From an optimization exercise on the open Yosys and OpenROAD flow, aimed at small area and a short achievable clock period; shortcuts taken in it are not production practice. Where RTL was checked, it was by simulation tests only, not by an equivalence proof against the original. Power and IR drop assume default switching activity.

## cedar
## CPU
module CPU(
    input clock,
    input Load,
    input reset,
    input [7:0] data_in,
    output [7:0] Instruction,
    output [7:0] Acc,
    output [7:0] Mem,
    output [4:0] Program_counter
    );
    reg [7:0] ir;        
    reg [4:0] pc;
    reg [4:0] mar;       
    reg [2:0] xop;       
    reg       run;
    reg [7:0] acc;
    reg [7:0] mdr;       
    reg [31:0] vld;      
    reg [255:0] mem;     
    wire [2:0] op = ir[7:5];
    wire [4:0] ad = ir[4:0];
    wire issue = ~Load & (|op);
    wire xalu = xop[2] ^ xop[1];             
    wire xsto = xop == 3'b110;
    wire acc_we = run & ~Load & xalu;
    wire mem_we = run & ~Load & xsto;
    wire [7:0] a = acc;
    wire [7:0] b = mdr;
    wire [7:0] p = a ^ b;
    wire [7:0] g = a & b;
    wire [7:0] o = a | b;
    wire [7:0] g1, p1, g2, p2, g3;
    genvar i;
    generate
        for (i = 0; i < 8; i = i + 1) begin : l1
            if (i % 2 == 1) begin : m
                assign g1[i] = g[i] | (p[i] & g[i-1]);
                assign p1[i] = p[i] & p[i-1];
            end else begin : k
  ...
Size: ~330 flip-flops, roughly 17,000 um^2 of cells after synthesis.
make LEC_CHECK=0 CAP_MARGIN=20 CORE_MARGIN=2 CORE_UTILIZATION=60 SETUP_SLACK_MARGIN=3.8 SLEW_MARGIN=20 finish   # period 6.2 ns
run.sh (not shown) runs the stock make flow with config.mk's settings and CLKGATE_MAP_FILE= SYNTH_SCRIPT=/design/flow/synth_recipe.tcl, a recipe that flattens the netlist after the stock synthesis.
No stage failed in cedar, and the final checks on the layout all came back clean.
> inputs changed (cedar -> oak)
- SETUP_SLACK_MARGIN no longer set, was 3.8
- CORE_UTILIZATION now 40, was 60
==> comparison <==
Per the final summary, oak finished and its layout is clean on timing, DRC and antenna.
Having completed the whole flow, cedar delivered a layout that passed the timing, design-rule and antenna checks.
Largest fanout on the critical path was higher in oak than in cedar.
Compared to cedar, oak has global-route usage 21 points lower.
The switching power total in cedar is 1.5 times that in oak.
Compared with cedar, in oak first-pass GRT wire length lower, post-synthesis to final-layout area growth lower, worst setup margin lower.
For the share of cell area taken by multi-input logic gates, oak came in 4.2 points lower than cedar did.
Final cell area: oak below cedar
Of cedar and oak, the run reporting the higher worst setup slack before clock tree synthesis was cedar.
Function was not checked in any run of this note: the RTL went through the layout flow alone.

========
## v59
CPU, a different RTL version from the one above (not shown whole).
For scale: ~900 cells after synthesis, roughly 350 flip-flops, roughly 40 I/O pins, ~0.014 sq mm of cells after synthesis.
Settings: LEC_CHECK=0, CAP_MARGIN=20, CORE_MARGIN=2, CORE_UTILIZATION=70, CTS_CLUSTER_DIAMETER=80, CTS_CLUSTER_SIZE=24, PLACE_DENSITY=0.75, SETUP_SLACK_MARGIN=3.8, SLEW_MARGIN=20; clock period 6.2 ns.
standard.sh (not shown) runs the stock make flow with config.mk's settings and CLKGATE_MAP_FILE= SYNTH_SCRIPT=/design/flow/synth_recipe.tcl, a recipe that flattens the netlist after the stock synthesis.
==> flow/flow/run.sh <==
#!/bin/bash
# Layout: the standard ORFS flow, with the port buffers made plain buffers
# (buf_2) instead of the cell buffer_ports picks by default (a delay cell).
set -euo pipefail
bash standard.sh BUFFER_PORTS_ARGS="-buffer_cell sky130_fd_sc_hd__buf_2" finish > flow_standard.log 2>&1
Here is what was changed in the inputs of v47 compared with v59.
-- flow/config.mk --
<<< v59, line 10
export CORE_UTILIZATION = 70
>>> v47, line 10
export CORE_UTILIZATION = 80
<<< v59, line 13
export PLACE_DENSITY = 0.75
>>> v47, line 13
==> comparison <==
- v59 went all the way through the flow, and no timing, DRC or antenna check failed.
- v47: it failed with a tool error in 5_1_grt, so there are no final results.
- v47 against v59; post-cts resize count is up by more than half.
- [compare] base=v59 new=v47: synthesized cell count about even; instance count after placement with tap cells included fell 44.
#### Input delta (v24 over v47)
==> flow/flow/run.sh <==
#!/bin/bash
# Layout: the standard ORFS flow, with the port buffers made plain buffers
# (buf_4) instead of the cell buffer_ports picks by default (a delay cell).
set -euo pipefail
bash standard.sh BUFFER_PORTS_ARGS="-buffer_cell sky130_fd_sc_hd__buf_4" finish > flow_standard.log 2>&1
-- flow/config.mk --
<<< v47, line 10
export CORE_UTILIZATION = 80
>>> v24, line 10
export CORE_UTILIZATION = 55
## What came out
From v24 to v47, number of different library cells in the post-synthesis netlist did not move at all.
v24: full flow OK, the timing, design-rule and antenna checks passed
Number of cells in the design after placement: v24 higher than v47
Against v47, die span in y in v24 rose by more than 10%.
Placed standard-cell area ends up higher on v24.
v47 → v24: setup fix buffers added after clock tree synthesis shows a reduction of about 13%; HPWL after detailed placement shows an increase of 3.2%; total of cells resized after clock tree synthesis shows a reduction of about 47%.
diff inputs: v24 => v54
==> flow/flow/run.sh <==
#!/bin/bash
# Layout: the standard ORFS flow, with the port buffers made plain buffers
# (buf_2) instead of the cell buffer_ports picks by default (a delay cell).
set -euo pipefail
bash standard.sh BUFFER_PORTS_ARGS="-buffer_cell sky130_fd_sc_hd__buf_2" finish > flow_standard.log 2>&1
-- flow/config.mk --
<<< v24, line 10
export CORE_UTILIZATION = 55
>>> v54, line 10
export CORE_UTILIZATION = 70
<<< v24, line 13
export SETUP_SLACK_MARGIN = 3.8
>>> v54, line 13
export SETUP_SLACK_MARGIN = 3.7
## What came out
- Every stage of the flow completed for v54, and the final layout passed the timing, design-rule and antenna checks.
- Measured against each other, v54 and v24 differ in peak fanout along the critical path, the higher figure coming from v54.
- Looking at final clock period utilization by the worst path across v54 and v24, the one that comes out lower is v24.
- Via count: v54 vs v24 down 0.49%
Inputs modified between v54 and v20:
-- flow/config.mk --
<<< v54, line 10
export CORE_UTILIZATION = 70
>>> v20, line 10
export CORE_UTILIZATION = 55
<<< v54, line 13
export SETUP_SLACK_MARGIN = 3.7
>>> v20, line 13
export SETUP_SLACK_MARGIN = 3.8
Notes after the runs:
v20 vs v54 — non-clock buffer count in the final layout climbed by more than half
| final period utilization | v20 vs v54 | 1.4 points lower |
Between v54 and v20, the flow reports cell area increasing by a few percent.
v54 leaves less setup margin than v20.
Sort v54 and v20 by register-to-register slack, ascending, and v54 comes first.
Diff v54 and v20: clock network fraction of design power higher in v54
> inputs changed (v20 -> v11)
==> flow/flow/run.sh <==
#!/bin/bash
# Layout: the standard ORFS flow, with the port buffers made plain buffers
# (buf_2) instead of the cell buffer_ports picks by default (a delay cell),
# and clock tree synthesis without dummy balancing loads.
set -euo pipefail
bash standard.sh BUFFER_PORTS_ARGS="-buffer_cell sky130_fd_sc_hd__buf_2" \
  CTS_ARGS="-sink_clustering_enable -repair_clock_nets -sink_clustering_size 24 -sink_clustering_max_diameter 80 -dont_use_dummy_load" \
  finish > flow_standard.log 2>&1
-- flow/config.mk --
<<< v20, line 10
export CORE_UTILIZATION = 55
>>> v11, line 10
export CORE_UTILIZATION = 70
Notes after the runs:
Against v20, v11 comes in 6.2 points higher on met1 track utilization from global routing. Between v20 and v11, share of total power in combinational logic is higher for v20, v11 comes in under that. Comparing number of tap instances for v20 and v11, the bigger number came from v20.

[port drivers added, routing unchanged]
In the flow no input, the clock included, has a driving cell. The finished layouts below were timed again as built, in two steps. Step 1 sets driving cells, clkbuf_16 on the clock port and buf_2 on the other inputs (assumed; they add their load-dependent delay and slew). Step 2 times the ports against the registers' clock, not the clock port: input delays grow and output delays shrink by t, the midpoint of the rising clock arrivals with the driver on. a / b / c = ideal ports / drivers / drivers and shift; a / b = the first two.
| run | shift t [ns] | slack for setup (ns) | worst register clock-pin slew, ns |
|---|---|---|---|
| cedar | 0.599 | 2.708 / 2.708 / 2.708 | 0.07 / 0.07 |
| oak | 0.578 | 2.487 / 2.487 / 2.031 | 0.06 / 0.06 |
| v59 | 0.557 | 3.739 / 3.687 / 3.420 | 0.10 / 0.10 |
| v24 | 0.564 | 3.701 / 3.650 / 3.386 | 0.10 / 0.10 |
| v54 | 0.558 | 3.652 / 3.652 / 3.371 | 0.10 / 0.10 |
| v20 | 0.559 | 3.741 / 3.691 / 3.313 | 0.10 / 0.10 |
| v11 | 0.537 | 3.724 / 3.699 / 3.437 | 0.10 / 0.10 |
After both steps setup and hold are still met in every run listed. For oak, which loses most, drivers alone change the setup slack by 0.000 ns; drivers and shift together by -0.456 ns.
